From an optimization exercise on the open Yosys and OpenROAD flow, aimed at small area and a short achievable clock period; shortcuts taken in it are not production practice. In this exercise RTL edits were held to simulation tests only and were not proved equivalent to the original. Power is estimated from default activity; no workload was simulated.

--- flow/config.mk ---
export PLATFORM = sky130hd
export DESIGN_NAME = PCPU
export DESIGN_NICKNAME = PCPU
export VERILOG_FILES = /design/flow/design.v
export SDC_FILE = /design/flow/constraint.sdc
export NUM_CORES = 4
export LEC_CHECK = 0
export CAP_MARGIN = 20
export CORE_MARGIN = 2
export CORE_UTILIZATION = 40
export CTS_BUF_LIST = sky130_fd_sc_hd__clkbuf_4 sky130_fd_sc_hd__clkbuf_8
export SETUP_SLACK_MARGIN = 3.2
export SLEW_MARGIN = 20
export TNS_END_PERCENT = 20
--- flow/constraint.sdc ---
create_clock -name core_clock -period 7.5 [get_ports {clock}]
set_input_delay 1.5000 -clock core_clock [delete_from_list [all_inputs] [get_ports {clock}]]
set_output_delay 1.5000 -clock core_clock [all_outputs]
set_load 0.01 [all_outputs]
--- flow/design.v ---
`timescale 1ns / 1ps
module ALU(
	input [4:0] op,
	input cf,
	input sub,		 
	input cincf,		 
	input arith,		 
	input store,		 
	input [3:0] offset,
	input [15:0] operandA,
	input [15:0] operandB,
	output [15:0] ALUo,
	output zero,
	output cout
);
	wire is_and = op == 5'b01101;
	wire is_xor = op == 5'b01111;
	wire is_not = op == 5'b10011;
	wire is_sll = op == 5'b00100;
	wire is_sla = op == 5'b00110;
	wire is_shr = op == 5'b00101 || op == 5'b00111;
	wire is_or = !(arith || is_and || is_xor || is_not || is_sll ||
		is_sla || is_shr);
	wire cin = cincf ? cf ^ sub : sub;
	wire [15:0] badd = store ? {12'd0, offset} : operandB;
	wire [15:0] bx = badd ^ {16{sub}};
	wire [17:0] s = {1'b0, operandA, 1'b1} + {1'b0, bx, cin};
	wire [15:0] sum = s[16:1];
	assign cout = s[17] ^ sub;
	wire [15:0] p = operandA ^ bx;
	wire [15:0] k = operandA | bx;
	wire sum_zero = &(p ~^ {k[14:0], cin});
	wire left = op[1:0] == 2'b00 || op[1:0] == 2'b10;	 
	reg [15:0] arev;
	integer i;
	always @(*)
		for (i = 0; i < 16; i = i + 1)
			arev[i] = operandA[15 - i];
	wire [15:0] sin = left ? arev : operandA;
	wire fill = op == 5'b00111 && operandA[15];
	wire [15:0] sr = $signed({fill, sin}) >>> operandB[3:0];
	reg [15:0] srrev;
	always @(*)
		for (i = 0; i < 16; i = i + 1)
			srrev[i] = sr[15 - i];
	wire [15:0] shl = {is_sla ? operandA[15] : srrev[15], srrev[14:0]};
	wire [15:0] other =
		({16{is_and}} & (operandA & operandB)) |
		({16{is_or}} & (operandA | operandB)) |
		({16{is_xor}} & (operandA ^ operandB)) |
		({16{is_not}} & ~operandA) |
		({16{is_sll || is_sla}} & shl) |
		({16{is_shr}} & sr);
	assign ALUo = ({16{arith}} & sum) | other;
	assign zero = ALUo == 16'd0;
endmodule
`timescale 1ns / 1ps
module PCPU(
	input clock,
	input [15:0] d_datain,
	input enable,
	input [15:0] i_datain,
	input reset,
	input [3:0] select_y,
	input start,
	output [7:0] d_addr,
	output [15:0] d_dataout,
	output d_we,
	output [7:0] i_addr,
	output [15:0] y,
	input show_gr
);
	reg [7:0] pc;
	reg [15:0] id_ir;
	reg [4:0] ex_op, mem_op;
	reg [2:0] ex_r1, mem_r1, wb_r1;
	reg wb_halt, wb_we, wb_fw;	 
	reg [15:0] reg_A, reg_B, reg_C, reg_C1;
	reg [15:0] smdr1;
	reg [3:0] ex_off;	 
	reg ex_sub, ex_cincf, ex_arith, ex_store;	 
	reg [2:0] flags;  
	reg dw;
	reg state;
	reg [15:0] gr[0:7];	 
	reg [7:0] gr_ok;	 
	wire run = state == 1'b1;
	assign d_dataout = smdr1;
	assign d_we = dw;
	assign d_addr = reg_C[7:0];
	assign i_addr = pc;
	always @(posedge clock) begin
		if (reset)
			state <= 1'b0;
		else if (state == 1'b0)
			state <= enable && start;
		else
			state <= enable && !wb_halt;
	end
	function fwd_op(input [4:0] op);
		fwd_op = op == 5'b00010 || op[4:2] == 3'b001 ||
			(op[4:3] == 2'b01 && op != 5'b01100) || op[4:2] == 3'b100;
	endfunction
	function [7:0] dec8(input [2:0] r);
		dec8 = 8'd1 << r;
	endfunction
	function [15:0] grsel(input [7:0] s, input [127:0] g);
		integer k;
		begin
			grsel = 16'd0;
			for (k = 0; k < 8; k = k + 1)
				grsel = grsel | ({16{s[k]}} & g[16*k +: 16]);
		end
	endfunction
	wire [127:0] grv = {gr[7], gr[6], gr[5], gr[4], gr[3], gr[2], gr[1], gr[0]};
	always @(posedge clock or posedge reset) begin
		if (reset)
			gr_ok <= 8'd0;
		else if (run && wb_we)
			gr_ok[wb_r1] <= 1'b1;
	end
	always @(posedge clock) begin
		if (run && wb_we)
			gr[wb_r1] <= reg_C1;
	end
	wire [4:0] id_op = id_ir[15:11];
	wire [2:0] id_r1 = id_ir[10:8];
	wire [4:0] pk_op = i_datain[15:11];
	wire pk_rr = pk_op == 5'b01000 || pk_op == 5'b10001 || pk_op == 5'b01010 ||
		pk_op == 5'b10010 || pk_op[4:2] == 3'b011;
	wire pk_a_r1 = pk_op == 5'b10000 || pk_op == 5'b01001 || pk_op == 5'b01011 ||
		pk_op == 5'b11001 || pk_op[4:1] == 4'b1101 || pk_op[4:2] == 3'b111;
	wire pk_a_none = pk_op[4:1] == 4'b0000 || pk_op == 5'b11000 ||
		pk_op[4:2] == 3'b101;
	wire [2:0] pk_ra = pk_a_r1 ? i_datain[10:8] : i_datain[6:4];
	wire miss = id_op == 5'b00010 &&
		((!pk_a_none && id_r1 == pk_ra) || (pk_rr && id_r1 == i_datain[2:0]));
	reg pc_jump;
	always @(*) begin
		case (mem_op)
			5'b11000, 5'b11001: pc_jump = 1'b1;
			5'b11010:  pc_jump = flags[1];
			5'b11011: pc_jump = !flags[1];
			5'b11100:  pc_jump = flags[2];
			5'b11101: pc_jump = !flags[2];
			5'b11110:  pc_jump = flags[0];
			5'b11111: pc_jump = !flags[0];
			default: pc_jump = 1'b0;
		endcase
	end
	always @(posedge clock or posedge reset) begin
		if (reset) begin
			id_ir <= 16'd0;
			pc <= 8'd0;
		end else if (run) begin
			id_ir <= (pc_jump || miss) ? 16'd0 : i_datain;
			if (pc_jump)
				pc <= reg_C[7:0];
			else if (!wb_halt && !miss)
				pc <= pc + 8'd1;
		end
	end
	wire [15:0] w_ALUo;
	wire w_cout, w_zero;
	wire id_store = id_op == 5'b00011;
	wire id_rr = id_op == 5'b01000 || id_op == 5'b10001 || id_op == 5'b01010 ||
		id_op == 5'b10010 || id_op[4:2] == 3'b011;
	wire id_a_r1 = id_op == 5'b10000 || id_op == 5'b01001 || id_op == 5'b01011 ||
		id_op == 5'b11001 || id_op[4:1] == 4'b1101 || id_op[4:2] == 3'b111;
	wire id_a_none = id_op[4:1] == 4'b0000 || id_op == 5'b11000 ||
		id_op[4:2] == 3'b101;
	wire id_b_imm = id_op == 5'b11000 || id_op == 5'b10100 || id_op == 5'b01001 ||
		id_op == 5'b01011 || id_op == 5'b11001 || id_op[4:1] == 4'b1101 ||
		id_op[4:2] == 3'b111;
	wire id_b_himm = id_op == 5'b10000;
	wire id_b_val3 = id_op[4:2] == 3'b001 || id_op == 5'b00010;
	wire id_sub = id_op == 5'b01010 || id_op == 5'b01011 || id_op == 5'b01100 ||
		id_op == 5'b10010;
	wire id_cincf = id_op == 5'b10001 || id_op == 5'b10010;
	wire id_arith = id_op == 5'b00010 || id_op == 5'b00011 || id_op == 5'b10000 ||
		id_op == 5'b01000 || id_op == 5'b01001 || id_op == 5'b10001 || id_sub ||
		id_op[4:1] == 4'b1101 || id_op[4:2] == 3'b111;
	wire [2:0] ra = id_a_r1 ? id_r1 : id_ir[6:4];
	wire [2:0] rb = id_store ? id_r1 : id_ir[2:0];
	wire ex_fw = fwd_op(ex_op);
	wire mem_fw = fwd_op(mem_op);
	wire mem_load = mem_op == 5'b00010;
	wire a_ex = ex_fw && ra == ex_r1;
	wire a_mem = !a_ex && mem_fw && ra == mem_r1;
	wire a_wb = !a_ex && !(mem_fw && ra == mem_r1) && wb_fw && ra == wb_r1;
	wire a_gr = !a_ex && !(mem_fw && ra == mem_r1) && !(wb_fw && ra == wb_r1);
	wire b_ex = ex_fw && rb == ex_r1;
	wire b_mem = !b_ex && mem_fw && rb == mem_r1;
	wire b_wb = !b_ex && !(mem_fw && rb == mem_r1) && wb_fw && rb == wb_r1;
	wire b_gr = !b_ex && !(mem_fw && rb == mem_r1) && !(wb_fw && rb == wb_r1);
	wire b_memd = b_mem && mem_load && !id_store;
	wire [15:0] fwd_a =
		({16{a_ex}} & w_ALUo) |
		({16{a_mem && mem_load}} & d_datain) |
		({16{a_mem && !mem_load}} & reg_C) |
		({16{a_wb}} & reg_C1) |
		grsel(dec8(ra) & gr_ok & {8{a_gr}}, grv);
	wire [15:0] fwd_b =
		({16{b_ex}} & w_ALUo) |
		({16{b_memd}} & d_datain) |
		({16{b_mem && !b_memd}} & reg_C) |
		({16{b_wb}} & reg_C1) |
		grsel(dec8(rb) & gr_ok & {8{b_gr}}, grv);
	always @(posedge clock or posedge reset) begin
		if (reset) begin
			ex_op <= 5'b00000;
			ex_sub <= 1'b0;
			ex_cincf <= 1'b0;
			ex_arith <= 1'b0;
			ex_store <= 1'b0;
			ex_r1 <= 3'd0;
			reg_A <= 16'd0;
			reg_B <= 16'd0;
		end else if (run) begin
			ex_op <= pc_jump ? 5'b00000 : id_op;
			ex_sub <= !pc_jump && id_sub;
			ex_cincf <= !pc_jump && id_cincf;
			ex_arith <= !pc_jump && id_arith;
			ex_store <= !pc_jump && id_store;
			ex_r1 <= id_r1;
			reg_A <= {16{!id_a_none}} & fwd_a;
			reg_B <= ({16{id_rr || id_store}} & fwd_b) |
				({16{id_b_imm}} & {8'd0, id_ir[7:0]}) |
				({16{id_b_himm}} & {id_ir[7:0], 8'd0}) |
				({16{id_b_val3}} & {12'd0, id_ir[3:0]});
		end
	end
	always @(posedge clock) begin
		if (run)
			ex_off <= id_ir[3:0];
	end
	ALU alu(
		.op(ex_op),
		.cf(flags[0]),
		.sub(ex_sub),
		.cincf(ex_cincf),
		.arith(ex_arith),
		.store(ex_store),
		.offset(ex_off),
		.operandA(reg_A),
		.operandB(reg_B),
		.ALUo(w_ALUo),
		.zero(w_zero),
		.cout(w_cout)
	);
	wire strAfterLd = ex_store && mem_load && ex_r1 == mem_r1;
	wire updateZFNF = !(ex_op[4:1] == 4'b1101 || ex_op[4:2] == 3'b111);
	wire updateCF = ex_op[4:2] == 3'b010 || ex_op == 5'b10001 || ex_op == 5'b10010;
	wire dwCondition = mem_op != 5'b00001 && !wb_halt && !pc_jump && ex_store;
	always @(posedge clock or posedge reset) begin
		if (reset) begin
			mem_op <= 5'b00000;
			mem_r1 <= 3'd0;
			reg_C <= 16'd0;
			flags <= 3'd0;
			dw <= 1'b0;
		end else if (run) begin
			mem_op <= pc_jump ? 5'b00000 : ex_op;
			mem_r1 <= ex_r1;
			reg_C <= w_ALUo;
			if (updateZFNF) begin
				flags[2] <= w_ALUo[15];
				flags[1] <= w_zero;
				if (updateCF)
					flags[0] <= w_cout;
			end
			dw <= dwCondition;
		end
	end
	always @(posedge clock) begin
		if (run)
			smdr1 <= strAfterLd ? d_datain : reg_B;
	end
	wire mem_we = fwd_op(mem_op) || mem_op == 5'b10100;
	always @(posedge clock or posedge reset) begin
		if (reset) begin
			wb_halt <= 1'b0;
			wb_we <= 1'b0;
			wb_fw <= 1'b0;
			wb_r1 <= 3'd0;
		end else if (run && !wb_halt) begin
			wb_halt <= !pc_jump && mem_op == 5'b00001;
			wb_we <= !pc_jump && mem_we;
			wb_fw <= !pc_jump && mem_fw;
			wb_r1 <= mem_r1;
		end
	end
	always @(posedge clock) begin
		if (run)
			reg_C1 <= mem_load ? d_datain : reg_C;
	end
	assign y = grsel(dec8(select_y[2:0]) & gr_ok & {8{show_gr}}, grv) |
		{8'd0, pc & {8{!show_gr}}};
endmodule
--- flow/flow/run.sh ---
#!/bin/bash
# Layout: the standard flow (standard.sh: standard synthesis, floorplan,
# placement, CTS, routing), unchanged except that the port buffers are
# made from sky130_fd_sc_hd__buf_1 rather than ORFS's default delay-buffer
# cell; every port still gets its buffer, and the resizer upsizes the ones
# timing needs. The make output goes to standard.log here; the tools' own
# logs are under orfs/logs/.
set -euo pipefail
export BUFFER_PORTS_ARGS="-buffer_cell sky130_fd_sc_hd__buf_1"
bash standard.sh > standard.log 2>&1
--- flow/standard.sh ---
#!/bin/bash
# synth_recipe.tcl (not shown) runs the flow's synth.tcl, then flattens the netlist and writes it again
# the make line also repeats each setting of config.mk as NAME=value (left out here)
make -C /OpenROAD-flow-scripts/flow DESIGN_CONFIG=/design/flow/config.mk WORK_HOME=/design/flow/orfs CLKGATE_MAP_FILE= SYNTH_SCRIPT=/design/flow/synth_recipe.tcl "${@:-finish}"
==> summary.txt, run 1 <==
status complete, no violations; DR WL/cell 29.1 um; crit share post-route 0.581; area grow syn2layout 15.6%; crit start category primary input; Compound-Gate Fraction of Synth Area 0.250; ys flop type edfxtp_1; Routability Congestion 0.987; clock buffer depth 3; share of layout cells above drive strength 1 0.171; # IOs 90; fin crit period 4.36 ns; most used routing layer met2; Num Clock Sinks ~280; H-tree depth 2; worst skew pair latency around 0.65 ns; post-detailed-routing wire length between 70000 and 80000 um; xor and xnor fraction of the mapped netlist area 0.0245; total global-route track usage 0.313; GRT met2 Usage 0.464; Static Leakage around 0.0077 uW; Yosys top cell area share 0.271; # setup viols final 0; drt pass-1 iters 9; worst hold path startpoint wb_halt; Synth Register Bits roughly 280; CTS buffer count 50; # port buffers 88; Achievable Freq approximately 230 MHz; Worst Setup SP show_gr; TritonCTS clock tree yes; DRC 0; top-count cell post-synth edfxtp_1; GR Layer Usage met1 0.417; DR iter-0 viols between 2000 and 3000; Post-Synthesis Cell Area between 0.015 and 0.02 sq mm; synth cell count leaders edfxtp_1 (164), nand2_1 (163), nor2_1 (125); pin count of the biggest net entering global routing ~70; Synthesized Nets roughly 2000; CP max FO 10; synthesized area per cell 9.80 sq um; Ys Warns 2; worst-margin pin slew between 1 and 1.5 ns; max-slew violation count 0; Critical Path Sink Type output port; Core Region ~0.045 sq mm; reg-to-reg critical path startpoint ex_store; async set-reset flop share out of synthesis 0.400; ANT nets after route 0; Final TNS setup 0 ns; GRT overflow 0; vias in the first global route approximately 17000; sequential share of the synthesized area 0.423; skew final roughly 0.028 ns; Unique masters post-synth just over 90; max_slew headroom 0.254; Post-Synth Adder-Cell Area 0.0369; multiplexer area fraction after synthesis 0.0666; cell taking the most area after synthesis edfxtp_1; chip height ~220 um; largest cells by area after synthesis edfxtp_1 (27%), dfrtp_1 (15%), ha_1 (3.6%); routing usage on met3 0.0770; Layout Nets roughly 2000; HP Class register to register; Clock transition at path regs around 0.060 ns; PwrDens ~350 mW/mm^2; post-layout util 0.466; Data required, critical path 6.00 ns; peak supply drop 0.222 mV; Die W 217 um; FP Rows 78; EDFF count, synth approximately 160; maxcap violations 0; Final Hold Vio Count 0; RSZ-0062 raised after global routing yes; largest family of logic cells by synthesized area compound AO/OA/AOI/OAI gates; Via density between 6 and 7; die area between 0.04 and 0.05 sq mm; Starting Density 0.403; initial antenna violation count 1; Root Driver clkbuf_8; Via Count 17436; diode count 0; Worst EP arrival ~2.9 ns; DPL Wire Length ~50000 um; crit path kind primary input to output port; first-pass GRT wire length 110000 um; Simple-Gate Fraction of Synth Area 0.150; Post-Synthesis Cells ~1900
## final timing paths
path / endpoint / slack, ns / cells after the start
hold reg to reg: wb_halt / 0.48 / 1
setup reg to reg: flags[1] / 3.32 / 14
setup / recovery: y[6] / 3.14 / 7
hold / removal: wb_halt / 0.48 / 1
min in group asynchronous: id_ir[12] / 0.88 / 2
max in group asynchronous: reg_B[0] / 5.19 / 3
## state kept, by name, indices dropped and copies added (netlist names), 3 cells and up
register / count
reg_B: 16
gr_ok: 8
wb_r1: 3
ex_r1: 3
ex_off: 4
mem_r1: 3
gr: 128
ex_op: 5
pc: 8
mem_op: 5
flags: 3
reg_C: 16
reg_C1: 16
id_ir: 16
reg_A: 16
smdr1: 16
## metrics by stage
stage | area [sq um] | hold WS (ns) | instances | power [uW] | setup slack, ns
final | 21000 | 0.481 | 2573 | 7430 | 3.14
after global routing | 21000 | 0.499 | 2573 | 7760 | 3.13
after CTS | 20800 | 0.478 | 2558 | 7210 | 3.11
after detailed placement | 19100 | 0.464 | 2437 | 5430 | 2.33
after global placement | 19100 | 0.452 | 2437 | 5390 | 2.38
after floorplan | 18200 | 0.423 | 1856 | 4350 | 3.12
## cell usage in the layout, fill, tap and decap left out, types with 21 or more instances in the layout
| cell type | netlist | final |
|---|---|---|
| nand3_1 | 41 | 40 |
| edfxtp_1 | 164 | 164 |
| xnor2_1 | 38 | 38 |
| dfrtp_1 | 110 | 103 |
| o21ai_0 | 82 | 80 |
| ha_1 | 52 | 52 |
| a221oi_1 | 54 | 45 |
| nand2b_1 | 28 | 28 |
| nor2_1 | 125 | 122 |
| a22oi_1 | 72 | 72 |
| buf_1 | 13 | 77 |
| buf_4 | 9 | 69 |
| mux2_2 | 33 | 33 |
| a222oi_1 | 44 | 44 |
| a21oi_1 | 94 | 94 |
| and3_1 | 40 | 33 |
| a22o_1 | 46 | 46 |
| clkbuf_8 | 0 | 57 |
| nor3_1 | 37 | 31 |
| inv_1 | 61 | 60 |
| o22ai_1 | 21 | 21 |
| nand2_1 | 163 | 161 |
| mux2i_1 | 48 | 46 |
## power breakdown
| part | leakage, uW | switching [uW] | internal (uW) | total (uW) |
|---|---|---|---|---|
| Combinational | 0.00418 | 2070 | 1270 | 3340 |
| Sequential | 0.00289 | 554 | 1870 | 2430 |
| Clock | 0.000613 | 689 | 974 | 1660 |
| Total | 0.00769 | 3310 | 4120 | 7430 |
## cell type report
class                      instances  area, sq um
fill                            4226        24100
inverter                          65          248
clock inverter                    24          278
multi-input combinational       1364         9970
tap                              600          751
clock buffer                      70          882
sequential                       275         7710
timing repair buffer             175         1200
## per-layer routing
layer,up-vias,wire length (um)
li1,7397,-
met1,8520,29400
met2,1248,32100
met3,269,8850
met4,2,4440
met5,-,14
## critical path, stage by stage
cell	delay, ns
buf_6	0.12
and2_4	0.19
buf_12	0.13
and3_2	0.33
a21oi_1	0.20
nand3_1	0.19
buf_2	0.20
## logic make-up after synthesis
logic type	count (synthesis)
AO/OA/AOI/OAI	613
AND/OR/NAND/NOR	547
flip-flops	275
buffers and inverters	220
multiplexers	97
adder cells (fa/ha/maj)	53
XOR/XNOR	51
## what timing repair did
| action | CTS | global route |
|---|---|---|
| gates cloned | 3 | 0 |
| pin swaps | 17 | 6 |
| hold buffers | 0 | 0 |
| setup endpoints to repair | 48 | 43 |
| setup buffers | 24 | 13 |
| resized for setup | 57 | 31 |
==> inputs of run 2 (changes only) <==
--- a/flow/config.mk
+++ b/flow/config.mk
@@ -7,8 +7,10 @@
 export LEC_CHECK = 0
-export CAP_MARGIN = 20
+export CAP_MARGIN = 5
 export CORE_MARGIN = 2
 export CORE_UTILIZATION = 40
-export CTS_BUF_LIST = sky130_fd_sc_hd__clkbuf_4 sky130_fd_sc_hd__clkbuf_8
+export CTS_BUF_LIST = sky130_fd_sc_hd__clkbuf_8
+export CTS_CLUSTER_DIAMETER = 50
+export CTS_CLUSTER_SIZE = 16
 export SETUP_SLACK_MARGIN = 3.2
-export SLEW_MARGIN = 20
+export SLEW_MARGIN = 5
 export TNS_END_PERCENT = 20
==> summary.txt, run 2 <==
status complete, no violations; top-count cell post-synth edfxtp_1; Worst EP arrival 2.90 ns (+0.04 ns); vias in the first global route 16455 (-0.84%); synth cell count leaders edfxtp_1 (164), nand2_1 (163), nor2_1 (125); ys flop type edfxtp_1; synthesized area per cell 9.80 sq um (unchanged); max-slew violation count 0 (unchanged); Sequential Power Share 0.342 (+0.015); Largest register FFs 128 (unchanged); fin crit period 4.40 ns (+0.0430 ns); RSZ-0062 raised after global routing yes; Synthesized Nets 1950 (unchanged); Synth Register Bits 275 (unchanged); TritonCTS clock tree yes; chip height 217 um (unchanged); Die W 217 um (unchanged); WP buf/inv 2 (-1); met2 WL 31900 um (-0.63%); diode count 0 (unchanged); worst r2r dst reg_B[5]; clock buffer depth 3 (unchanged); Clock transition at path regs 0.09 ns (+0.03 ns); Pint 3780 uW (-8.3%); Routability Congestion 0.987 (unchanged); highest-delay cell along the critical path a222oi_1; crit-path max cell delay 0.39 ns (+0.06 ns); drt pass-1 iters 10 (+1); post-detailed-routing wire length 74800 um (about the same); share of layout cells above drive strength 1 0.163 (-0.00833); largest cells by area after synthesis edfxtp_1 (27%), dfrtp_1 (15%), ha_1 (3.6%); pin count of the biggest net entering global routing 68 (unchanged); Gate power share 0.470 (+0.021); H-tree depth 2 (unchanged); total global-route track usage 0.311 (-0.00174); worst skew pair latency 0.67 ns (+0.02 ns); Worst R2R Path Depth 12 (-2); async set-reset flop share out of synthesis 0.400 (unchanged); met1 WL 29200 um (-0.74%); WHS Path Cells 1 (unchanged); Hold EP wb_halt; EDFF count, synth 164 (unchanged); met3 wire len 8740 um (-1.3%); max_slew headroom 0.162 (-0.0922); skew final 0.0724 ns (+0.0447 ns); Yosys top cell area share 0.271 (unchanged); dpl cells 2437 (unchanged); peak supply drop 0.162 mV (-27%); Achievable Freq 227 MHz (-0.98%); initial antenna violation count 0 (-1); Ys Warns 2 (unchanged); die area 0.0472 sq mm (unchanged); HP Class register to register; Via density 6.80 (+0.39%); crit path kind primary input to output port; most common cell after layout, fill and taps aside edfxtp_1; # setup viols final 0 (unchanged); Critical Path Sink Type output port; Num Clock Sinks 275 (unchanged); CTS buffer count 34 (-32%); clock power share 0.188 (-0.036); Data required, critical path 6.00 ns (about the same); Final Hold Vio Count 0 (unchanged); sequential share of the synthesized area 0.423 (unchanged); crit start category primary input; Final TNS setup 0 ns (unchanged); worst-margin pin slew 1.26 ns (+0.145 ns); r2r setup slk 3.23 ns (-0.09 ns); maxcap violations 0 (unchanged); Starting Density 0.403 (unchanged); GRT overflow 0 (unchanged); DR iter-0 viols 2859 (+2.9%); crit share post-route 0.587 (+0.00574); ANT nets after route 0 (unchanged); final non-filler cell total 2545 (-1.1%); commonest cells after routing, fill and taps aside edfxtp_1 (164), nand2_1 (161), nor2_1 (122); fraction of power spent switching nets 0.468 (+0.0227); largest reg by FF count gr; Largest delay share family, worst path simple AND/OR/NAND/NOR gates; Static Leakage 0.00751 uW (-2.3%); Core Region 0.0452 sq mm (unchanged); Top Metal Used met4; cell taking the most area after synthesis edfxtp_1; DRC 0 (unchanged); Root Driver clkbuf_8; Psw 3330 uW (+0.53%); first-pass GRT wire length 109000 um (-0.52%); # IOs 90 (unchanged); worst hold path startpoint wb_halt; DR WL/cell 29.4 um (+1.1%); Post-Synthesis Cell Area 0.0182 sq mm (unchanged); FP Rows 78 (unchanged); reg-to-reg critical path startpoint id_ir[13]; critical path, cell by cell buf_6 > and2_4 > and3_4 > a222oi_1 > nand3_1 > buf_2; area grow syn2layout 13.8%; Unique masters post-synth 93 (unchanged); Post-Synthesis Cells 1856 (unchanged); CP max FO 10 (unchanged); PwrDens 343 mW/mm^2 (-2.8%); DPL Wire Length 50300 um (unchanged); Via Count 17314 (-0.70%); Layout Nets 2013 (-0.59%); # port buffers 88 (unchanged)
-- run 2: cell counts after synthesis --
No cell type changed its count.
-- run 2: cell families (layout without fill, tap and decap cells) --
| family | count (synthesis) | after routing | share of synthesized area |
|---|---|---|---|
| AO/OA/AOI/OAI | 613 | 614 | 0.250 |
| XOR/XNOR | 51 | 51 | 0.0245 |
| adder cells (fa/ha/maj) | 53 | 53 | 0.0369 |
| buffers and inverters | 220 | 304 | 0.0486 |
| flip-flops | 275 | 275 | 0.423 |
| multiplexers | 97 | 97 | 0.0666 |
| AND/OR/NAND/NOR | 547 | 551 | 0.150 |
-- run 2: through the flow --
stage | cell area (sq um) | total power, uW | util | setup WS, ns | hold slack, ns
floorplan | 18200 | 4350 | - | 3.12 | 0.423
global placement | 19100 | 5390 | 0.423 | 2.38 | 0.452
detailed placement | 19100 | 5430 | 0.423 | 2.33 | 0.464
CTS | 20300 | 6830 | 0.450 | 2.89 | 0.484
global route | 20700 | 7410 | 0.458 | 3.14 | 0.505
finish | 20700 | 7110 | 0.458 | 3.10 | 0.484
-- run 2: power groups by stage --
stage                     logic, uW  registers (uW)  clock network, uW
after global routing           3560            2450               1400
after detailed placement       2990            2440                  0
after floorplan                2260            2090                  0
after CTS                      3070            2410               1350
after global placement         2950            2430                  0
final                          3340            2430               1340
-- run 2: how the worst max path moves through the flow --
stage	depth (start not counted)	startpoint	slack [ns]	endpoint
final	6	show_gr	3.10	y[6]
after global routing	8	select_y[2]	3.14	y[1]
after CTS	13	ex_store	2.89	flags[1]
after detailed placement	13	reg_B[0]	2.33	flags[1]
after global placement	13	reg_B[0]	2.38	flags[1]
after floorplan	16	reg_B[1]	3.12	flags[1]
-- run 2: cell type report --
class                      instances  area [sq um]
clock inverter                    28           358
timing repair buffer             177          1150
multi-input combinational       1366         10000
tap                              600           751
clock buffer                      34           468
inverter                          65           248
fill                            4275         24500
sequential                       275          7710
-- run 2: repair_timing --
action | 4_1_cts | 5_1_grt
hold buffers | 0 | 0
cloned | 4 | 1
gates resized for setup | 52 | 37
endpoints found under the setup margin | 47 | 50
setup buffers | 18 | 23
pin swaps | 16 | 12
-- run 2: per-layer routing --
layer | vias up | global-route usage
met5 | - | 0
met4 | 0 | 0.182
met3 | 297 | 0.0711
met2 | 1273 | 0.461
met1 | 8379 | 0.415
li1 | 7365 | -
==> inputs of run 3 (changes only) <==
==> flow/config.mk (replaced) <==
export PLATFORM = sky130hd
export DESIGN_NAME = PCPU
export DESIGN_NICKNAME = PCPU
export VERILOG_FILES = /design/flow/design.v
export SDC_FILE = /design/flow/constraint.sdc
export NUM_CORES = 4
export LEC_CHECK = 0
export CAP_MARGIN = 20
export CORE_MARGIN = 2
export CORE_UTILIZATION = 50
export CTS_BUF_LIST = sky130_fd_sc_hd__clkbuf_16
export CTS_CLUSTER_DIAMETER = 80
export CTS_CLUSTER_SIZE = 24
export SETUP_SLACK_MARGIN = 3.2
export SLEW_MARGIN = 20
export TNS_END_PERCENT = 20
==> summary.txt, run 3 <==
status complete, no violations; Root Driver clkbuf_16; Yosys top cell area share 0.271 (unchanged); Post-Synthesis Cell Area 0.0182 sq mm (unchanged); Routability Congestion 1.02 (+3.1%); Worst Hold Margin 0.492 ns (+0.00750 ns); Final Hold Vio Count 0 (unchanged); worst-margin pin slew 1.14 ns (-0.120 ns); max_slew headroom 0.237 (+0.0755); pre-CTS WS 2.28 ns (-0.0446 ns); # port buffers 88 (unchanged); Die W 195 um (-10%); Layout Nets 1983 (-1.5%); design area 0.0202 sq mm (-2.6%); most common cell type on the critical path buf_1; largest reg by FF count gr; crit-path max cell delay 0.36 ns (-0.03 ns); die area 0.0379 sq mm (-20%); most common cell after layout, fill and taps aside edfxtp_1; area grow syn2layout 10.8%; Via density 7.33 (+7.7%); Worst Setup SP select_y[0]; FP Rows 69 (-12%); H-tree depth 1 (-1); Synth Register Bits 275 (unchanged); top-count cell post-synth edfxtp_1; Critical Path Sink Type output port; maxcap violations 0 (unchanged); hold_buf cts 0 (unchanged); Ys Warns 2 (unchanged); DR iter-0 viols 2831 (-0.98%); commonest cells after routing, fill and taps aside edfxtp_1 (164), nand2_1 (161), nor2_1 (125); fin crit period 4.36 ns (-0.0399 ns); fill cell count 3155 (-26%); synthesized area per cell 9.80 sq um (unchanged); vias in the first global route 15818 (-3.9%); worst hold path startpoint wb_halt; ys flop type edfxtp_1; drt pass-1 iters 8 (-2); Clock transition at path regs 0.10 ns (about the same); pin count of the biggest net entering global routing 63 (-7.4%); PnR worst setup slack 3.14 ns (+0.0399 ns); DPL Wire Length 50300 um (about the same); Tot Pwr 6840 uW (-3.7%); # setup viols final 0 (unchanged); synth cell count leaders edfxtp_1 (164), nand2_1 (163), nor2_1 (125); PwrDens 339 mW/mm^2 (-1.1%); ANT nets after route 0 (unchanged); critical path, cell by cell buf_1 > and2_4 > and4_4 > buf_4 > a22oi_1 > nand4_1 > buf_1; GRT overflow 0 (unchanged); Static Leakage 0.00731 uW (-2.7%); diode count 0 (unchanged); Num Clock Sinks 275 (unchanged); HP Class register to register; sequential share of the synthesized area 0.423 (unchanged); crit share post-route 0.582 (-0.00532); RSZ-0062 raised after global routing yes; Final TNS setup 0 ns (unchanged); CTS buffer count 18 (-47%); post-detailed-routing wire length 74000 um (-1.1%); Post-Synthesis Cells 1856 (unchanged); DR WL/cell 31.3 um (+6.6%); TritonCTS clock tree yes; cell taking the most area after synthesis edfxtp_1; reg-to-reg critical path startpoint ex_op[2]; Starting Density 0.509 (+0.106); Achievable Freq 229 MHz (+0.91%); peak supply drop 0.165 mV (+2.0%); EDFF count, synth 164 (unchanged); chip height 195 um (-10%); DRC 0 (unchanged); Unique masters post-synth 93 (unchanged); crit start category primary input; largest cells by area after synthesis edfxtp_1 (27%), dfrtp_1 (15%), ha_1 (3.6%); # IOs 90 (unchanged); placed cell area 0.0189 sq mm (-1.2%); Data required, critical path 6.00 ns (about the same); CP max FO 7 (-3); Worst EP arrival 2.86 ns (-0.04 ns); total global-route track usage 0.379 (+0.0684); max-slew violation count 0 (unchanged); first-pass GRT wire length 107000 um (-1.7%); skew final 0.0347 ns (-0.0378 ns); Synthesized Nets 1950 (unchanged); Core Region 0.0357 sq mm (-21%); initial antenna violation count 0 (unchanged); r2r setup slk 3.30 ns (+0.07 ns); Via Count 17313 (-0.0058%); clock buffer depth 3 (unchanged); crit path kind primary input to output port; Largest register FFs 128 (unchanged); share of layout cells above drive strength 1 0.143 (-0.0199); async set-reset flop share out of synthesis 0.400 (unchanged); worst skew pair latency 0.55 ns (-0.12 ns); highest-delay cell along the critical path and4_4
-- run 3: changes by cell type in the layout (fill, tap and decap cells not counted), sizes merged --
| cell | before | now |
|---|---|---|
| clkbuf | 35 | 20 |
| buf | 176 | 163 |
| inv | 74 | 69 |
| clkinv | 11 | 7 |
| bufinv | 5 | 0 |
| clkinvlp | 3 | 1 |
-- run 3: final timing paths --
kind | endpoint | cells after the start
max | y[14] | 7
min | wb_halt | 1
max reg2reg | flags[1] | 10
min reg2reg | wb_halt | 1
max in group asynchronous | reg_B[1] | 4
min in group asynchronous | id_ir[2] | 3
-- run 3: logic make-up after synthesis --
family / share of synthesized area
AO/OA/AOI/OAI: 0.250
AND/OR/NAND/NOR: 0.150
adder cells (fa/ha/maj): 0.0369
buffers and inverters: 0.0486
multiplexers: 0.0666
XOR/XNOR: 0.0245
flip-flops: 0.423
-- run 3: timing repair --
action | 4_1_cts | 5_1_grt
setup buffers | 24 | 8
resized for setup | 70 | 18
endpoints found under the hold margin | 0 | 0
setup endpoints to repair | 55 | 42
pin swaps | 18 | 7
gates cloned | 4 | 1
-- run 3: cell type report --
cell class,instances,area [sq um],area share
sequential,275,7720,0.383
multi-input combinational,1366,10000,0.496
clock inverter,12,115,0.00571
tap,461,577,0.0286
inverter,65,248,0.0123
timing repair buffer,163,997,0.0495
clock buffer,20,500,0.0248
-- run 3: metal layers --
| layer | GRT usage | share of wire | vias up |
|---|---|---|---|
| li1 | - | - | 7284 |
| met3 | 0.0750 | 0.13 | 223 |
| met5 | 0 | 0 | - |
| met4 | 0.153 | 0.050 | 0 |
| met1 | 0.544 | 0.40 | 8408 |
| met2 | 0.564 | 0.42 | 1398 |
-- run 3: worst max-delay path: cells and delay by family --
| kind | cells | cell delay (ns) |
|---|---|---|
| compound gates | 1 | 0.07 |
| buf+inv | 3 | 0.49 |
| simple gates | 3 | 0.79 |
-- run 3: through the flow --
stage,std cells,utilization
2_1_floorplan,1856,-
3_3_place_gp,2293,0.529
3_5_place_dp,2293,0.529
4_1_cts,2353,0.560
5_1_grt,2362,0.564
6_report,2362,0.564
-- run 3: power by group --
part           switching, uW  internal (uW)
combinational           2050           1230
clock                    596            509
sequential               592           1870
total                   3230           3610
==> inputs of run 4 (changes only) <==
--- a/flow/config.mk
+++ b/flow/config.mk
@@ -9,3 +9,3 @@
 export CORE_MARGIN = 2
-export CORE_UTILIZATION = 50
+export CORE_UTILIZATION = 40
 export CTS_BUF_LIST = sky130_fd_sc_hd__clkbuf_16
==> summary.txt, run 4 <==
DPL Wire Length 50300 um (about the same); Num Clock Sinks 275 (unchanged); die area 0.0472 sq mm (+24%); clock buffer depth 3 (unchanged); sequential share of the synthesized area 0.423 (unchanged); Via density 6.85 (-6.5%); fill cell count 4279 (+36%); peak supply drop 0.179 mV (+8.4%); vias in the first global route 16283 (+2.9%); TritonCTS clock tree yes; CTS buffer count 20 (+2); Synth Register Bits 275 (unchanged); chip height 217 um (+12%); DR iter-0 viols 2970 (+4.9%); reg-to-reg critical path startpoint id_ir[13]; most common cell after layout, fill and taps aside edfxtp_1; Yosys top cell area share 0.271 (unchanged); worst r2r dst reg_B[5]; final non-filler cell total 2515 (+6.5%); Ys Warns 2 (unchanged); dpl cells 2437 (+6.3%); Final TNS setup 0 ns (unchanged); hold_buf cts 0 (unchanged); maxcap violations 0 (unchanged); post-detailed-routing wire length 74300 um (+0.39%); Achievable Freq 229 MHz (about the same); placed cell area 0.0191 sq mm (+1.2%); Largest delay share family, worst path simple AND/OR/NAND/NOR gates; EDFF count, synth 164 (unchanged); drt pass-1 iters 9 (+1); worst-margin pin slew 1.24 ns (+0.108 ns); Layout Nets 1997 (+0.71%); PwrDens 336 mW/mm^2 (-1.0%); critical path, cell by cell buf_4 > nor2_2 > and3_2 > a22oi_1 > nand4_1 > buf_1; crit share post-route 0.581 (about the same); Static Leakage 0.00739 uW (+1.2%); FP Rows 78 (+13%); initial antenna violation count 2 (+2); Unique masters post-synth 93 (unchanged); WP buf/inv 2 (-1); Clock transition at path regs 0.09 ns (about the same); async set-reset flop share out of synthesis 0.400 (unchanged); worst skew pair latency 0.58 ns (+0.03 ns); Root Driver clkbuf_16; Final Hold Vio Count 0 (unchanged); # IOs 90 (unchanged); CP max FO 7 (unchanged); area grow syn2layout 12.8%; H-tree depth 1 (unchanged); Via Count 17233 (-0.46%); DRC 0 (unchanged); fin crit period 4.36 ns (-0.00407 ns); Worst R2R Path Depth 13 (+3); Post-Synthesis Cell Area 0.0182 sq mm (unchanged); total global-route track usage 0.308 (-0.0712); worst hold path startpoint wb_halt; synthesized area per cell 9.80 sq um (unchanged); Post-Synthesis Cells 1856 (unchanged); # setup viols final 0 (unchanged); max_slew headroom 0.170 (-0.0672); design area 0.0205 sq mm (+1.8%); crit path kind primary input to output port; # port buffers 88 (unchanged); status complete, no violations; commonest cells after routing, fill and taps aside edfxtp_1 (164), nand2_1 (162), nor2_1 (122); FF+latch area 0.00771 sq mm (about the same); ys flop type edfxtp_1; Routability Congestion 0.987 (-3.0%); top-count cell post-synth edfxtp_1; post-layout util 0.454 (-0.110); max-slew violation count 0 (unchanged); r2r setup slk 3.30 ns (about the same); Multi-input gate area 0.0100 sq mm (+0.18%); Die W 217 um (+12%); GRT overflow 0 (unchanged); RSZ-0062 raised after global routing yes; Synthesized Nets 1950 (unchanged); Worst Setup SP select_y[1]; HP Class register to register; critical path depth in cells 6 (-1); highest-delay cell along the critical path and3_2; DR WL/cell 29.5 um (-5.7%); diode count 0 (unchanged); Core Region 0.0452 sq mm (+26%); largest cells by area after synthesis edfxtp_1 (27%), dfrtp_1 (15%), ha_1 (3.6%); Worst Setup EP y[14]; crit start category primary input; Starting Density 0.403 (-0.106); synth cell count leaders edfxtp_1 (164), nand2_1 (163), nor2_1 (125); first-pass GRT wire length 109000 um (+1.2%); share of layout cells above drive strength 1 0.150 (+0.00731); cell taking the most area after synthesis edfxtp_1; Largest register FFs 128 (unchanged); largest reg by FF count gr; Worst EP arrival 2.86 ns (about the same); ANT nets after route 0 (unchanged); pin count of the biggest net entering global routing 68 (+7.9%); crit-path max cell delay 0.44 ns (+0.08 ns); Data required, critical path 6.00 ns (about the same); skew final 0.0522 ns (+0.0176 ns); Critical Path Sink Type output port
[run 4: per-stage QoR]
step	total power, uW	hold WS (ns)	setup slack [ns]
floorplan	4350	0.423	3.12
global placement	5390	0.452	2.38
detailed placement	5430	0.464	2.33
CTS	6620	0.483	2.91
global route	7210	0.505	3.12
finish	6900	0.480	3.14
[run 4: final cells by class]
cell class	instances	share of cell area
clock buffer	20	0.0244
clock inverter	14	0.00701
inverter	65	0.0121
multi-input combinational	1366	0.488
sequential	275	0.376
tap	600	0.0366
timing repair buffer	175	0.0564
[run 4: layer usage]
metal | track usage | share of wire
met2 | 0.462 | 0.42
met4 | 0.163 | 0.066
met5 | 0 | 0.00032
met1 | 0.413 | 0.39
met3 | 0.0721 | 0.12
[run 4: kinds of logic (layout without fill, tap and decap cells)]
logic type,after synthesis,count (layout),share of synthesized area
adders and majority gates,53,53,0.0369
xor gates and xnor gates,51,51,0.0245
muxes,97,97,0.0666
DFF,275,275,0.423
AOI/OAI and AO/OA,613,614,0.250
and+or+nand+nor,547,551,0.150
buffers and inverters,220,274,0.0486
[run 4: how the worst min path moves through the flow]
stage | to | slack [ns] | cells after the start
6_report | wb_halt | 0.48 | 1
5_1_grt | wb_halt | 0.50 | 1
4_1_cts | wb_halt | 0.48 | 1
3_5_place_dp | wb_halt | 0.46 | 1
3_3_place_gp | wb_halt | 0.45 | 1
2_1_floorplan | ex_off[0] | 0.42 | 0
[run 4: what timing repair did]
item / CTS / global route
gates cloned: 4 / 1
endpoints found under the setup margin: 47 / 50
pin swaps: 15 / 8
gates resized for setup: 53 / 34
endpoints found under the hold margin: 0 / 0
buffers inserted: 18 / 20
[run 4: where the power goes]
group / internal, uW / switching [uW] / leakage (uW)
Combinational: 1260 / 2070 / 0.00419
Sequential: 1870 / 557 / 0.00289
Clock: 516 / 615 / 0.000313
==> inputs of run 5 (changes only) <==
--- a/flow/design.v
+++ b/flow/design.v
@@ -29,5 +29,2 @@
 	assign cout = s[17] ^ sub;
-	wire [15:0] p = operandA ^ bx;
-	wire [15:0] k = operandA | bx;
-	wire sum_zero = &(p ~^ {k[14:0], cin});
 	wire left = op[1:0] == 2'b00 || op[1:0] == 2'b10;	 
--- a/flow/config.mk
+++ b/flow/config.mk
@@ -9,3 +9,3 @@
 export CORE_MARGIN = 2
-export CORE_UTILIZATION = 40
+export CORE_UTILIZATION = 60
 export CTS_BUF_LIST = sky130_fd_sc_hd__clkbuf_16
==> summary.txt, run 5 <==
peak supply drop 0.245 mV (+37%); met2 WL 30800 um (-2.0%); placed cell area 0.0188 sq mm (-1.7%); Core Region 0.0297 sq mm (-34%); crit share post-route 0.580 (-0.00127); # setup viols final 0 (unchanged); crit-path max cell delay 0.42 ns (-0.02 ns); Layout Nets 1977 (-1.0%); xor and xnor fraction of the mapped netlist area 0.0245 (unchanged); Unique masters post-synth 93 (unchanged); CTS buffer count 19 (-5.0%); worst skew pair latency 0.54 ns (-0.04 ns); Top Metal Used met5; crit start category primary input; EDFF count, synth 164 (unchanged); max-slew violation count 0 (unchanged); post-layout util 0.678 (+0.224); drt pass-1 iters 10 (+1); vias in the first global route 16390 (+0.66%); critical path, cell by cell buf_12 > and2_4 > and3_4 > a222oi_1 > nand3_1 > buf_2; Final Hold Vio Count 0 (unchanged); # port buffers 88 (unchanged); top-count cell post-synth edfxtp_1; GRT overflow 0 (unchanged); fill cell count 2290 (-46%); crit path kind primary input to output port; async set-reset flop share out of synthesis 0.400 (unchanged); TritonCTS clock tree yes; # IOs 90 (unchanged); status complete, no violations; CP max FO 10 (+3); sequential share of the synthesized area 0.423 (unchanged); design area 0.0201 sq mm (-1.9%); Critical Path Sink Type output port; Final TNS setup 0 ns (unchanged); largest cells by area after synthesis edfxtp_1 (27%), dfrtp_1 (15%), ha_1 (3.6%); share of layout cells above drive strength 1 0.139 (-0.0116); Static Leakage 0.00732 uW (-1.0%); ys flop type edfxtp_1; Num Clock Sinks 275 (unchanged); max_slew headroom 0.230 (+0.0594); skew final 0.0364 ns (-0.0159 ns); largest family of logic cells by synthesized area compound AO/OA/AOI/OAI gates; Clock transition at path regs 0.10 ns (about the same); Starting Density 0.612 (+0.210); maxcap violations 0 (unchanged); Worst Hold Margin 0.488 ns (+0.00829 ns); die area 0.0317 sq mm (-33%); post-detailed-routing wire length 72000 um (-3.1%); area grow syn2layout 10.7%; RSZ-0062 raised after global routing yes; Compound-Gate Fraction of Synth Area 0.250 (unchanged); Ys Warns 2 (unchanged); fin crit period 4.35 ns (-0.00954 ns); met3 wire len 11000 um (+27%); multiplexer area fraction after synthesis 0.0666 (unchanged); DPL Wire Length 48200 um (-4.3%); ANT nets after route 0 (unchanged); Routability Congestion 1.01 (+2.6%); synthesized area per cell 9.80 sq um (unchanged); met1 WL 25600 um (-12%); Achievable Freq 230 MHz (+0.22%); Via Count 17609 (+2.2%); FP Rows 63 (-19%); Die W 178 um (-18%); pin count of the biggest net entering global routing 67 (-1.5%); cell taking the most area after synthesis edfxtp_1; largest reg by FF count gr; Synth Register Bits 275 (unchanged); Worst EP arrival 2.85 ns (about the same); WHS Path Cells 1 (unchanged); initial antenna violation count 3 (+1); most common cell after layout, fill and taps aside edfxtp_1; worst-margin pin slew 1.16 ns (-0.0891 ns); DR WL/cell 31.5 um (+6.6%); Post-Synthesis Cells 1856 (unchanged); Largest register FFs 128 (unchanged); Root Driver clkbuf_16; synth cell count leaders edfxtp_1 (164), nand2_1 (163), nor2_1 (125); total global-route track usage 0.452 (+0.144); DR iter-0 viols 3601 (+21%); Simple-Gate Fraction of Synth Area 0.150 (unchanged); Via density 7.70 (+12%); commonest cells after routing, fill and taps aside edfxtp_1 (164), nand2_1 (161), nor2_1 (124); hold_buf cts 0 (unchanged); Yosys top cell area share 0.271 (unchanged); Synthesized Nets 1950 (unchanged); Post-Synth Adder-Cell Area 0.0369 (unchanged); DRC 0 (unchanged); H-tree depth 1 (unchanged); highest-delay cell along the critical path a222oi_1; Data required, critical path 6.00 ns (about the same); first-pass GRT wire length 106000 um (-2.5%); chip height 178 um (-18%); PwrDens 341 mW/mm^2 (+1.6%); HP Class register to register; clock buffer depth 3 (unchanged); Post-Synthesis Cell Area 0.0182 sq mm (unchanged); Worst R2R Path Depth 12 (-1)
## run 5: power breakdown
group          total [uW]  internal [uW]  switching [uW]  leakage (uW)
combinational        3290           1220            2070       0.00411
sequential           2470           1870             593       0.00289
clock                1120            499             619      0.000315
## run 5: layout make-up
cell class	count	area, sq um	share of cell area
inverters	65	248	0.0123
clock inverters	14	141	0.00702
diodes	2	5.00	0.000248
well taps	390	488	0.0242
clock buffers	19	475	0.0236
flip-flops and latches	275	7720	0.383
repair buffers	159	1080	0.0536
multi-input cells	1363	9990	0.496
## run 5: routing by layer
metal  track usage  vias up
met1         0.598     8399
met4         0.207        2
li1              -     7247
met2         0.683     1604
met5             0        -
met3         0.137      357
## run 5: what timing repair did
item,4_1_cts,5_1_grt
pin swaps,14,3
cloned,2,0
endpoints found under the hold margin,0,0
gates resized for setup,65,22
buffers inserted,23,5
endpoints found under the setup margin,48,42
## run 5: worst max-delay path, delay by kind of cell
kind                   cells  cell delay (ns)
AO/OA/AOI/OAI              1             0.42
buffers and inverters      2             0.29
AND/OR/NAND/NOR            3             0.62
## run 5: kinds of logic after synthesis
logic type,after synthesis
adders and majority gates,53
and+or+nand+nor,547
buffers and inverters,220
AOI/OAI and AO/OA,613
DFF,275
muxes,97
xor gates and xnor gates,51
## run 5: path summary, 6_finish.rpt
path / startpoint / end / slack (ns)
max: show_gr / y[6] / 3.15
min: wb_halt / wb_halt / 0.49
max reg2reg: id_ir[13] / reg_B[11] / 3.19
min reg2reg: wb_halt / wb_halt / 0.49
max in group asynchronous: reset / reg_B[0] / 5.01
min in group asynchronous: reset / id_ir[12] / 1.16
## run 5: metrics by stage
stage               power, uW  worst slack [ns]  cells
floorplan                4350              3.12   1856
CTS                      6600              3.18   2279
finish                   6870              3.15   2287
global placement         5350              2.37   2221
detailed placement       5400              2.23   2221
global route             7100              3.11   2285
==> inputs of run 6 (changes only) <==
--- a/flow/config.mk
+++ b/flow/config.mk
@@ -9,3 +9,3 @@
 export CORE_MARGIN = 2
-export CORE_UTILIZATION = 60
+export CORE_UTILIZATION = 50
 export CTS_BUF_LIST = sky130_fd_sc_hd__clkbuf_16
==> summary.txt, run 6 <==
Achievable Freq 229 MHz (-0.31%); crit-path max cell delay 0.36 ns (-0.06 ns); DR WL/cell 31.3 um (-0.48%); CTS buffer count 18 (-1); sequential share of the synthesized area 0.423 (unchanged); DRC 0 (unchanged); met1 WL 29400 um (+15%); crit share post-route 0.582 (+0.00181); synth cell count leaders edfxtp_1 (164), nand2_1 (163), nor2_1 (125); fill cell count 3155 (+38%); die area 0.0379 sq mm (+20%); first-pass GRT wire length 107000 um (+1.4%); largest reg by FF count gr; FP Rows 69 (+9.5%); pin count of the biggest net entering global routing 63 (-6.0%); diode count 0 (-2); Ys Warns 2 (unchanged); Post-Synthesis Cells 1856 (unchanged); cell taking the most area after synthesis edfxtp_1; Starting Density 0.509 (-0.103); WP buf/inv 3 (+1); Largest delay share family, worst path simple AND/OR/NAND/NOR gates; PwrDens 339 mW/mm^2 (-0.52%); Data required, critical path 6.00 ns (about the same); fin crit period 4.36 ns (+0.0136 ns); peak supply drop 0.165 mV (-33%); Synthesized Nets 1950 (unchanged); share of layout cells above drive strength 1 0.143 (+0.00430); most common cell type on the critical path buf_1; Num Clock Sinks 275 (unchanged); Synth Register Bits 275 (unchanged); hold_buf cts 0 (unchanged); area grow syn2layout 10.8% (about the same); Critical Path Sink Type output port; Unique masters post-synth 93 (unchanged); max-slew violation count 0 (unchanged); GRT overflow 0 (unchanged); highest-delay cell along the critical path and4_4; H-tree depth 1 (unchanged); Clock transition at path regs 0.10 ns (about the same); total global-route track usage 0.379 (-0.0726); EDFF count, synth 164 (unchanged); worst-margin pin slew 1.14 ns (-0.0186 ns); # setup viols final 0 (unchanged); Yosys top cell area share 0.271 (unchanged); chip height 195 um (+9.3%); worst skew pair latency 0.55 ns (about the same); CP max FO 7 (-3); FF+latch area 0.00772 sq mm (about the same); clock buffer depth 3 (unchanged); Layout Nets 1983 (+0.30%); commonest cells after routing, fill and taps aside edfxtp_1 (164), nand2_1 (161), nor2_1 (125); crit start category primary input; met2 WL 31400 um (+1.9%); Top Metal Used met4; # IOs 90 (unchanged); vias in the first global route 15818 (-3.5%); async set-reset flop share out of synthesis 0.400 (unchanged); most common cell after layout, fill and taps aside edfxtp_1; max_slew headroom 0.237 (+0.00782); ys flop type edfxtp_1; crit path kind primary input to output port; maxcap violations 0 (unchanged); Via density 7.33 (-4.8%); Via Count 17313 (-1.7%); Root Driver clkbuf_16; Largest register FFs 128 (unchanged); dpl cells 2293 (+3.2%); skew final 0.0347 ns (-0.00169 ns); final non-filler cell total 2362 (+3.3%); # port buffers 88 (unchanged); DPL Wire Length 50300 um (+4.4%); Routability Congestion 1.02 (+0.50%); initial antenna violation count 0 (-3); DR iter-0 viols 2831 (-21%); Post-Synthesis Cell Area 0.0182 sq mm (unchanged); met3 wire len 9460 um (-14%); drt pass-1 iters 8 (-2); Worst EP arrival 2.86 ns (about the same); largest cells by area after synthesis edfxtp_1 (27%), dfrtp_1 (15%), ha_1 (3.6%); status complete, no violations; HP Class register to register; post-detailed-routing wire length 74000 um (+2.8%); synthesized area per cell 9.80 sq um (unchanged); ANT nets after route 0 (unchanged); Core Region 0.0357 sq mm (+20%); Final TNS setup 0 ns (unchanged); top-count cell post-synth edfxtp_1; Static Leakage 0.00731 uW (-0.13%); Multi-input gate area 0.0100 sq mm (+0.10%); Final Hold Vio Count 0 (unchanged); Die W 195 um (+9.3%); TritonCTS clock tree yes; RSZ-0062 raised after global routing yes; critical path, cell by cell buf_1 > and2_4 > and4_4 > buf_4 > a22oi_1 > nand4_1 > buf_1
[run 6: changes by cell type in the layout (fill, tap and decap cells not counted), sizes merged]
cell | previous run | this run
and3 | 41 | 43
buf | 158 | 163
clkinv | 5 | 7
diode | 2 | 0
inv | 73 | 69
o22ai | 22 | 23
[run 6: path summary, 6_finish.rpt]
path	to	slack (ns)	cells after the start	start
setup / recovery	y[14]	3.14	7	select_y[0]
hold / removal	wb_halt	0.49	1	wb_halt
setup reg to reg	flags[1]	3.30	10	ex_op[2]
hold reg to reg	wb_halt	0.49	1	wb_halt
max in group asynchronous	reg_B[1]	4.91	4	reset
min in group asynchronous	id_ir[2]	1.15	3	reset
[run 6: layer usage]
layer	track usage	vias up
met5	0	-
met4	0.153	0
met1	0.544	8408
met3	0.0750	223
met2	0.564	1398
li1	-	7284
[run 6: repair_timing]
action / CTS / global route
endpoints found under the setup margin: 55 / 42
pin swaps: 18 / 7
resized for setup: 70 / 18
gates cloned: 4 / 1
setup buffers: 24 / 8
[run 6: cell families after synthesis]
group,Yosys count,share of synthesized area
compound gates,613,0.250
simple gates,547,0.150
flops,275,0.423
buf+inv,220,0.0486
mux,97,0.0666
fa+ha+maj,53,0.0369
xor+xnor,51,0.0245
[run 6: layout make-up]
class                   instances  area share
multi-input cells            1366       0.496
flip-flops and latches        275       0.383
inverters                      65      0.0123
clock buffers                  20      0.0248
clock inverters                12     0.00571
repair buffers                163      0.0495
well taps                     461      0.0286
[run 6: through the flow]
| stage | total power (uW) | worst slack (ns) | util | hold slack [ns] | area (sq um) |
|---|---|---|---|---|---|
| floorplan | 4350 | 3.12 | - | 0.423 | 18200 |
| global placement | 5380 | 2.29 | 0.529 | 0.458 | 18900 |
| detailed placement | 5420 | 2.28 | 0.529 | 0.461 | 18900 |
| CTS | 6630 | 3.15 | 0.560 | 0.488 | 20000 |
| global route | 7120 | 3.08 | 0.564 | 0.509 | 20200 |
| finish | 6840 | 3.14 | 0.564 | 0.492 | 20200 |
[run 6: worst register-to-register path, delay by kind of cell, from the launching register on]
kind,cells,cell delay [ns]
simple gates,5,1.66
mux,1,0.58
compound gates,4,1.30
flops,1,0.55
[run 6: report_power, final]
| group | switching [uW] | internal, uW | leakage, uW |
|---|---|---|---|
| Clock | 596 | 509 | 0.000312 |
| Sequential | 592 | 1870 | 0.00289 |
| Combinational | 2050 | 1230 | 0.00411 |
==> inputs of run 7 (changes only) <==
--- a/flow/config.mk
+++ b/flow/config.mk
@@ -13,3 +13,3 @@
 export CTS_CLUSTER_SIZE = 24
-export SETUP_SLACK_MARGIN = 3.2
+export SETUP_SLACK_MARGIN = 3.4
 export SLEW_MARGIN = 20
==> summary.txt, run 7 <==
Layout Nets 2001 (+0.91%); RSZ-0062 raised after global routing yes; # IOs 90 (unchanged); met3 wire len 9110 um (-3.7%); synthesized area per cell 9.80 sq um (unchanged); worst skew pair latency 0.54 ns (about the same); Via Count 17386 (+0.42%); area grow syn2layout 12.4%; diode count 0 (unchanged); Via density 7.31 (-0.34%); DR WL/cell 31.1 um (-0.60%); Clock transition at path regs 0.09 ns (about the same); DRC 0 (unchanged); Achievable Freq 231 MHz (+0.99%); async set-reset flop share out of synthesis 0.400 (unchanged); max_slew headroom 0.245 (+0.00735); Post-Synthesis Cell Area 0.0182 sq mm (unchanged); crit start category primary input; H-tree depth 1 (unchanged); ANT nets after route 0 (unchanged); ys flop type edfxtp_1; most common cell after layout, fill and taps aside edfxtp_1; FP Rows 69 (unchanged); post-detailed-routing wire length 74100 um (+0.16%); Die W 195 um (unchanged); Post-Synthesis Cells 1856 (unchanged); crit share post-route 0.576 (-0.00569); sequential share of the synthesized area 0.423 (unchanged); met1 WL 29600 um (+0.65%); Synthesized Nets 1950 (unchanged); Num Clock Sinks 275 (unchanged); Tot Pwr 6930 uW (+1.3%); Routability Congestion 1.02 (unchanged); share of layout cells above drive strength 1 0.157 (+0.0143); commonest cells after routing, fill and taps aside edfxtp_1 (164), nand2_1 (161), nor2_1 (124); max-slew violation count 0 (unchanged); top-count cell post-synth edfxtp_1; status complete, no violations; PwrDens 339 mW/mm^2 (-0.15%); largest reg by FF count gr; pin count of the biggest net entering global routing 63 (unchanged); Static Leakage 0.00745 uW (+2.0%); met2 WL 31600 um (+0.38%); HP Class register to register; die area 0.0379 sq mm (unchanged); chip height 195 um (unchanged); first-pass GRT wire length 108000 um (+0.42%); TritonCTS clock tree yes; total global-route track usage 0.381 (+0.00143); GRT overflow 0 (unchanged); post-layout util 0.572 (+0.00812); Synth Register Bits 275 (unchanged); Yosys top cell area share 0.271 (unchanged); Worst EP arrival 2.82 ns (-0.04 ns); initial antenna violation count 0 (unchanged); CP max FO 8 (+1); Final TNS setup 0 ns (unchanged); drt pass-1 iters 12 (+4); Root Driver clkbuf_16; peak supply drop 0.165 mV (about the same); dpl cells 2293 (unchanged); Data required, critical path 6.00 ns (about the same); final non-filler cell total 2380 (+0.76%); fin crit period 4.32 ns (-0.0427 ns); clock buffer depth 3 (unchanged); largest cells by area after synthesis edfxtp_1 (27%), dfrtp_1 (15%), ha_1 (3.6%); DPL Wire Length 50300 um (unchanged); Core Region 0.0357 sq mm (unchanged); Ys Warns 2 (unchanged); CTS buffer count 18 (unchanged); maxcap violations 0 (unchanged); # port buffers 88 (unchanged); crit path kind primary input to output port; # setup viols final 0 (unchanged); cell taking the most area after synthesis edfxtp_1; synth cell count leaders edfxtp_1 (164), nand2_1 (163), nor2_1 (125); Unique masters post-synth 93 (unchanged); EDFF count, synth 164 (unchanged); vias in the first global route 15864 (+0.29%); Starting Density 0.509 (unchanged); Final Hold Vio Count 0 (unchanged); skew final 0.0269 ns (-0.00780 ns); DR iter-0 viols 2839 (+0.28%); Top Metal Used met4; Largest register FFs 128 (unchanged); worst-margin pin slew 1.13 ns (-0.00417 ns); Critical Path Sink Type output port
[run 7: cell counts after synthesis]
No cell type changed its count.
[run 7: what timing repair did]
item                       in CTS  in global routing
gates cloned                    5                  0
buffers inserted               31                 19
hold buffers                    0                  0
resized for setup              91                 29
setup endpoints to repair      58                 51
pin swaps                      32                 21
[run 7: metrics by stage]
stage | instance area (sq um) | hold slack, ns | setup slack, ns
global placement | 18900 | 0.458 | 2.29
CTS | 20200 | 0.488 | 3.25
floorplan | 18200 | 0.423 | 3.12
finish | 20400 | 0.486 | 3.18
global route | 20400 | 0.509 | 3.14
detailed placement | 18900 | 0.461 | 2.28
[run 7: cells by family (layout without fill, tap and decap cells)]
group           after synthesis  after routing  share of synthesized area
fa+ha+maj                    53             53                     0.0369
simple gates                547            551                      0.150
flops                       275            275                      0.423
mux                          97             97                     0.0666
compound gates              613            614                      0.250
xor+xnor                     51             51                     0.0245
buf+inv                     220            278                     0.0486
[run 7: layer usage]
layer / global-route usage / up-vias
li1: - / 7312
met3: 0.0814 / 238
met2: 0.565 / 1371
met5: 0 / -
met4: 0.155 / 0
met1: 0.542 / 8465
[run 7: critical path: stages]
cell,delay [ns]
buf_8,0.09
buf_4,0.13
nor2b_4,0.17
buf_4,0.16
and3_4,0.32
a22oi_1,0.12
nand4_1,0.14
buf_1,0.17
[run 7: worst paths after layout]
kind | startpoint | to | slack, ns | cells after the start
max | select_y[0] | y[10] | 3.18 | 8
min | wb_halt | wb_halt | 0.49 | 1
max reg2reg | id_ir[11] | reg_A[1] | 3.51 | 12
min reg2reg | wb_halt | wb_halt | 0.49 | 1
max in group asynchronous | reset | reg_B[1] | 4.94 | 4
min in group asynchronous | reset | id_ir[11] | 1.14 | 3
[run 7: layout make-up]
cell class / instances / area (sq um)
clock inverters: 12 / 115
fillers: 3128 / 15300
repair buffers: 181 / 1200
multi-input cells: 1366 / 10100
well taps: 461 / 577
clock buffers: 20 / 500
flip-flops and latches: 275 / 7730
inverters: 65 / 248
[run 7: power by group]
group	internal (uW)	total [uW]	switching [uW]
Combinational	1300	3370	2070
Sequential	1870	2460	590
Clock	509	1100	592
==> inputs of run 8 (changes only) <==
--- a/flow/config.mk
+++ b/flow/config.mk
@@ -13,3 +13,3 @@
 export CTS_CLUSTER_SIZE = 24
-export SETUP_SLACK_MARGIN = 3.4
+export SETUP_SLACK_MARGIN = 3.3
 export SLEW_MARGIN = 20
==> summary.txt, run 8 <==
post-detailed-routing wire length 74000 um (-0.14%); CP max FO 8 (unchanged); Via density 7.32 (+0.15%); Synth Register Bits 275 (unchanged); WP buf/inv 2 (-2); HP Class register to register; clock power share 0.161 (+0.002); # setup viols final 0 (unchanged); ANT nets after route 0 (unchanged); status complete, no violations; Sequential Power Share 0.359 (+0.003); CTS buffer count 18 (unchanged); skew final 0.0272 ns (+0.000378 ns); top-count cell post-synth edfxtp_1; peak supply drop 0.164 mV (-0.58%); vias in the first global route 15854 (-0.063%); chip height 195 um (unchanged); crit-path max cell delay 0.36 ns (+0.04 ns); Via Count 17309 (-0.44%); most common cell after layout, fill and taps aside edfxtp_1; Root Driver clkbuf_16; RSZ-0062 raised after global routing yes; pin count of the biggest net entering global routing 63 (unchanged); share of layout cells above drive strength 1 0.151 (-0.00672); async set-reset flop share out of synthesis 0.400 (unchanged); Clock transition at path regs 0.10 ns (about the same); Yosys top cell area share 0.271 (unchanged); largest reg by FF count gr; WHS Path Cells 1 (unchanged); maxcap violations 0 (unchanged); crit share post-route 0.572 (-0.00438); Data required, critical path 6.00 ns (about the same); initial antenna violation count 0 (unchanged); ys flop type edfxtp_1; Achievable Freq 233 MHz (+0.77%); drt pass-1 iters 10 (-2); TritonCTS clock tree yes; Num Clock Sinks 275 (unchanged); worst r2r dst reg_B[12]; commonest cells after routing, fill and taps aside edfxtp_1 (164), nand2_1 (161), nor2_1 (125); Static Leakage 0.00738 uW (-0.96%); worst skew pair latency 0.54 ns (about the same); GRT overflow 0 (unchanged); Ys Warns 2 (unchanged); r2r setup slk 3.30 ns (-0.21 ns); Hold EP wb_halt; max_slew headroom 0.229 (-0.0156); Worst EP arrival 2.79 ns (-0.03 ns); reg-to-reg critical path startpoint id_ir[13]; worst-margin pin slew 1.16 ns (+0.0234 ns); Core Region 0.0357 sq mm (unchanged); total global-route track usage 0.381 (about the same); H-tree depth 1 (unchanged); synthesized area per cell 9.80 sq um (unchanged); PwrDens 338 mW/mm^2 (-0.36%); Die W 195 um (unchanged); # IOs 90 (unchanged); diode count 0 (unchanged); Unique masters post-synth 93 (unchanged); Post-Synthesis Cells 1856 (unchanged); worst hold path startpoint wb_halt; Routability Congestion 1.02 (unchanged); Post-Synthesis Cell Area 0.0182 sq mm (unchanged); highest-delay cell along the critical path a222oi_1; FP Rows 69 (unchanged); sequential share of the synthesized area 0.423 (unchanged); fraction of power spent switching nets 0.472 (+0.00268); EDFF count, synth 164 (unchanged); largest cells by area after synthesis edfxtp_1 (27%), dfrtp_1 (15%), ha_1 (3.6%); Final TNS setup 0 ns (unchanged); Gate power share 0.480 (-0.006); Layout Nets 1987 (-0.70%); critical path depth in cells 6 (-2); # port buffers 88 (unchanged); max-slew violation count 0 (unchanged); Critical Path Sink Type output port; Synthesized Nets 1950 (unchanged); DR iter-0 viols 2979 (+4.9%); Worst R2R Path Depth 10 (-2); DRC 0 (unchanged); clock buffer depth 3 (unchanged); Pint 3620 uW (-1.8%); Largest delay share family, worst path simple AND/OR/NAND/NOR gates; Tot Pwr 6840 uW (-1.3%); die area 0.0379 sq mm (unchanged); critical path, cell by cell buf_12 > and2_4 > and3_4 > a222oi_1 > nand3_1 > buf_2; Psw 3230 uW (-0.69%); synth cell count leaders edfxtp_1 (164), nand2_1 (163), nor2_1 (125); fin crit period 4.29 ns (-0.0329 ns); hold_buf cts 0 (unchanged); Starting Density 0.509 (unchanged); cell taking the most area after synthesis edfxtp_1; first-pass GRT wire length 108000 um (about the same); crit start category primary input; DPL Wire Length 50300 um (unchanged); DR WL/cell 31.3 um (+0.45%); Largest register FFs 128 (unchanged); Final Hold Vio Count 0 (unchanged); crit path kind primary input to output port; fill cell count 3144 (+0.51%); area grow syn2layout 11.4%
[run 8: cell count changes in the layout (fill, tap and decap cells not counted), sizes merged]
| cell | change |
|---|---|
| buf | -14 |
[run 8: metrics by stage]
step                      cell area, sq um  hold WS [ns]  worst slack [ns]   util  std cells
after floorplan                      18200         0.423              3.12      -       1856
after global placement               18900         0.458              2.29  0.529       2293
after detailed placement             18900         0.461              2.28  0.529       2293
after CTS                            20200         0.488              3.25  0.564       2361
after global routing                 20300         0.509              3.14  0.567       2366
final                                20300         0.493              3.21  0.567       2366
[run 8: cell families (layout without fill, tap and decap cells)]
logic type,count (synthesis),count (layout),share of synthesized area
AO/OA/AOI/OAI,613,614,0.250
AND/OR/NAND/NOR,547,551,0.150
flip-flops,275,275,0.423
buffers and inverters,220,264,0.0486
multiplexers,97,97,0.0666
adder cells (fa/ha/maj),53,53,0.0369
XOR/XNOR,51,51,0.0245
[run 8: worst max path at each step]
| stage | endpoint | slack, ns | from |
|---|---|---|---|
| finish | y[2] | 3.21 | show_gr |
| global route | y[2] | 3.14 | show_gr |
| CTS | y[2] | 3.25 | show_gr |
| detailed placement | flags[1] | 2.28 | reg_B[0] |
| global placement | flags[1] | 2.29 | reg_B[0] |
| floorplan | flags[1] | 3.12 | reg_B[1] |
[run 8: power by group through the flow]
stage          sequential [uW]  clock, uW  combinational [uW]
2_1_floorplan             2090          0                2260
3_3_place_gp              2480          0                2910
3_5_place_dp              2480          0                2940
4_1_cts                   2430       1110                3130
5_1_grt                   2480       1160                3490
6_report                  2460       1100                3280
[run 8: what timing repair did]
| item | in CTS | in global routing |
|---|---|---|
| endpoints found under the setup margin | 56 | 45 |
| cloned | 5 | 0 |
| setup buffers | 31 | 5 |
| resized for setup | 91 | 18 |
| pin swaps | 31 | 9 |
[run 8: layer usage]
| metal | global-route usage | wire length, um | vias up |
|---|---|---|---|
| met5 | 0 | 0 | - |
| met4 | 0.155 | 3750 | 0 |
| li1 | - | - | 7283 |
| met3 | 0.0807 | 9220 | 223 |
| met2 | 0.566 | 31500 | 1352 |
| met1 | 0.542 | 29500 | 8451 |
[run 8: layout make-up]
class	instances	area, sq um	area share
Multi-Input combinational cell	1366	10000	0.495
Tap cell	461	577	0.0285
Sequential cell	275	7720	0.381
Clock buffer	20	500	0.0247
Inverter	65	248	0.0122
Timing Repair Buffer	167	1060	0.0525
Clock inverter	12	115	0.00568

==> afterwards: timing with drivers on the ports <==
No port has a modelled driver above. Below, the same layouts with a new extraction and two added sets of constraints.
Step 1 assumes that a clkbuf_16 drives the clock port and a buf_2 every other input.
Step 2, shift: input delay + t, output delay - t, t = (earliest + latest rising clock arrival at the registers) / 2. This alone moves slack from input paths to output paths.
Three values: no drivers, after step 1, after step 2; two values: the first two.
run | shift t [ns] | setup WS [ns]
run 1 | 0.690 | 3.140 / 3.110 / 3.110
run 2 | 0.689 | 3.097 / 3.066 / 3.066
run 3 | 0.587 | 3.137 / 3.113 / 3.113
run 4 | 0.605 | 3.141 / 3.098 / 3.098
run 5 | 0.579 | 3.151 / 3.103 / 3.103
run 6 | 0.587 | 3.137 / 3.113 / 3.113
run 7 | 0.582 | 3.180 / 3.136 / 3.136
run 8 | 0.583 | 3.213 / 3.168 / 3.168
After both steps setup and hold are still met in every run listed.
